From an optimization exercise on the open Yosys and OpenROAD flow, aimed at small area, a short achievable clock period and few clock cycles per item; shortcuts taken in it are not production practice.
Function was checked by simulation only, so behaviour that the tests miss may differ from the original.
No activity file was given, so power comes from the tool's default toggle rates.

alpha:
## pe_core_v3
module pe_core_v3 (
    input clk,
    input rst_n,
    input [31:0] opcode,
    input [31:0] op1,
    input [31:0] op2,
    input [31:0] op3,
    input valid_in,
    output reg [31:0] result_out,
    output reg result_valid
);
Settings: LEC_CHECK=0, CAP_MARGIN=35, CORE_MARGIN=2, CORE_UTILIZATION=55, CTS_CLUSTER_DIAMETER=200, CTS_CLUSTER_SIZE=22, SLEW_MARGIN=35; clock period 65.0 ns.
standard.sh (not shown) runs the stock make flow with config.mk's settings and CLKGATE_MAP_FILE= SYNTH_SCRIPT=/design/flow/synth_recipe.tcl, a recipe that flattens the netlist after the stock synthesis.
==> flow/flow/run.sh <==
#!/bin/bash
set -euo pipefail
bash standard.sh "BUFFER_PORTS_ARGS=-buffer_cell sky130_fd_sc_hd__buf_2" \
  "SETUP_SLACK_MARGIN=50.9" finish > standard_flow.log 2>&1
Per the final summary, alpha finished and its layout is clean on timing, DRC and antenna.
Testbench counts of alpha, summed over its fixed seeds: cycles 160,054, items 160,000.
What beta does differently from alpha at the input level:
-- flow/flow/run.sh --
<<< alpha, line 4
  "SETUP_SLACK_MARGIN=50.9" finish > standard_flow.log 2>&1
>>> beta, line 4
  "SETUP_SLACK_MARGIN=50.75" finish > standard_flow.log 2>&1
### Flow results
- beta reached the final stage; the timing, design-rule and antenna checks on its layout passed.
- Changes observed in beta relative to alpha: global-route usage held, power density relative to cell area held, worst hold margin held.
- ~same total via count in the routed design in alpha and beta
- Summary of beta over alpha: sum of internal, switching and leakage power shows a reduction of 0.38%; sequential share of cell area barely changed.
- Between alpha and beta, the difference in leakage power is negligible.
For gamma, these inputs were changed with respect to beta:
Settings: ABC_AREA now 1, previously not set.
-- flow/flow/run.sh --
<<< beta, line 4
  "SETUP_SLACK_MARGIN=50.75" finish > standard_flow.log 2>&1
>>> gamma, line 4
  "SETUP_SLACK_MARGIN=50.9" finish > standard_flow.log 2>&1
## What came out
- gamma ends up with a maximum number of pins on one net before global-route repair that is about 30% lower than in beta.
- Diff beta -> gamma: portion of total power attributed to combinational logic fell 35 points, post-route non-filler standard cell count rose about 16%.
- STATUS power: gamma wins against beta
- In terms of data arrival time of the critical path, gamma and beta differ only marginally.
- Summary: total core area, gamma worse than beta
What delta does differently from gamma at the input level:
Settings: CORE_UTILIZATION changed from 55 to 65; ABC_AREA removed (was 1).
--- outcome ---
Post-synth net total delta for delta relative to gamma: 1169 lower
Compared with gamma, delta shows synthesized area that has gone down slightly.
Delta (delta minus gamma): simple-gate area share of the yosys netlist shrank by 8.9 points; violation count after the first detailed-route iteration rose by 462; final cell count without fillers fell by 1393; wire length went down by 7.1%; placement-stage worst setup slack has decreased.
Delta(first-pass GRT wire length, delta - gamma) < 0
Measured against each other, gamma and delta differ in worst-case clock skew, the lower figure coming from delta.
Diff gamma -> delta | met3 wirelength from detailed routing | up by more than a quarter
Setup slack: delta less than gamma

---

## v2
Starting RTL as in the previous note.
==> flow/config.mk <==
export PLATFORM = sky130hd
export DESIGN_NAME = pe_core_v3
export DESIGN_NICKNAME = pe_core_v3
export VERILOG_FILES = /design/flow/design.v
export SDC_FILE = /design/flow/constraint.sdc
export NUM_CORES = 4
export LEC_CHECK = 0
export CAP_MARGIN = 35
export CORE_MARGIN = 2
export CORE_UTILIZATION = 55
export CTS_CLUSTER_DIAMETER = 120
export CTS_CLUSTER_SIZE = 30
export SLEW_MARGIN = 35
==> flow/constraint.sdc <==
create_clock -name core_clock -period 65.0 [get_ports {clk}]
set_input_delay 13.0000 -clock core_clock [delete_from_list [all_inputs] [get_ports {clk}]]
set_output_delay 13.0000 -clock core_clock [all_outputs]
set_load 0.01 [all_outputs]
==> flow/flow/run.sh <==
#!/bin/bash
set -euo pipefail
bash standard.sh "BUFFER_PORTS_ARGS=-buffer_cell sky130_fd_sc_hd__buf_2" \
  "SETUP_SLACK_MARGIN=50.9" finish > standard_flow.log 2>&1
Testbench counts of v2, summed over its fixed seeds: cycles 160,054, items 160,000.
Input-level comparison between v14 and v2:
- changing CTS_CLUSTER_SIZE from 30 to 26
- changing CTS_CLUSTER_DIAMETER from 120 to 160
## What came out
Going from v2 to v14, register-to-register setup slack went down by 70 ps; setup slack went down by 13 ps. For half-perimeter wire length after detailed placement, v2 and v14 come out practically identical. As far as fraction of final layout cells sized beyond drive strength 1 is concerned, v2 and v14 perform about the same. As far as average cell area after synthesis goes, v14 and v2 are indistinguishable; the numbers are identical. Compared v14 against v2; global-route usage within noise. On first-pass GRT wire length, v14 and v2 are basically level. Going from v2 to v14, the summed area of non-filler cells in the final layout was found to have gone down by 200 um2. v14 against v2: total length of routed wires neither gained nor lost much; power in sequential cells neither gained nor lost much; power dissipated by switching net loads lost 0.011 mW.
Here is what was changed in the inputs of v51 compared with v14.
- changing CTS_CLUSTER_SIZE from 26 to 22
- setting CTS_BUF_LIST to sky130_fd_sc_hd__clkbuf_16 sky130_fd_sc_hd__clkbuf_8 sky130_fd_sc_hd__clkbuf_4 for the first time
- changing CTS_CLUSTER_DIAMETER from 160 to 200
## What came out
Power spent charging and discharging nets (v51 vs. v14) increases slightly. Relative contribution of combinational cells to total power, v14 and v51, higher one = v14. Met1 routing resource usage after global routing delta (v51 -> v14): insignificant. Post-synthesis async set-or-reset flop share: v14 vs v51 identical.
Input changes introduced in v18 (baseline for comparison: v51):
- removing CTS_CLUSTER_DIAMETER (formerly 200)
- removing CTS_CLUSTER_SIZE (formerly 22)
- removing CTS_BUF_LIST (formerly sky130_fd_sc_hd__clkbuf_16 sky130_fd_sc_hd__clkbuf_8 sky130_fd_sc_hd__clkbuf_4)
### Flow results
- The final reports for v18 and v51 show sum of routed wire length over all layers higher in the former.
- v51 -> v18: synthesized-area fraction occupied by xor and xnor cells delta 0, exact match
- Compared with v51, v18 shows via count of the routed design that has gone up slightly.
- v18: growth of design area from synthesis to finish 3.1 points above v51
- v51 → v18: total design power +10%; instance count along the most critical hold path did not really move; final worst hold slack held.
- Of the two candidates, v51 has the better worst setup slack and v18 the worse one.

what the ideal ports hide:
Ports are ideal in the flow. The routed layouts listed here were re-timed in OpenROAD.
Step 1 assumes that a clkbuf_16 drives the clock port and a buf_2 every other input.
Step 2 also shifts input and output timing later by t, the mid clock arrival at the registers, as if the neighbouring blocks saw the same clock.
Three values: no drivers, after step 1, after step 2; two values: the first two.
| run | shift t [ns] | slack for setup (ns) | hold WS [ns] |
|---|---|---|---|
| alpha | 0.707 | 50.895 / 50.817 / 51.524 | 0.310 / 0.310 / 0.310 |
| beta | 0.706 | 50.892 / 50.814 / 51.459 | 0.310 / 0.310 / 0.310 |
| gamma | 0.684 | 50.904 / 50.830 / 51.515 | 0.318 / 0.318 / 0.318 |
| delta | 0.674 | 50.846 / 50.774 / 51.449 | 0.330 / 0.330 / 0.330 |
| v2 | 0.738 | 50.832 / 50.757 / 51.494 | 0.310 / 0.310 / 0.310 |
| v14 | 0.728 | 50.819 / 50.742 / 51.469 | 0.322 / 0.322 / 0.322 |
| v51 | 0.707 | 50.895 / 50.817 / 51.524 | 0.310 / 0.310 / 0.310 |
| v18 | 0.720 | 50.855 / 50.780 / 51.500 | 0.312 / 0.312 / 0.312 |
After both steps every run listed still meets setup and hold.
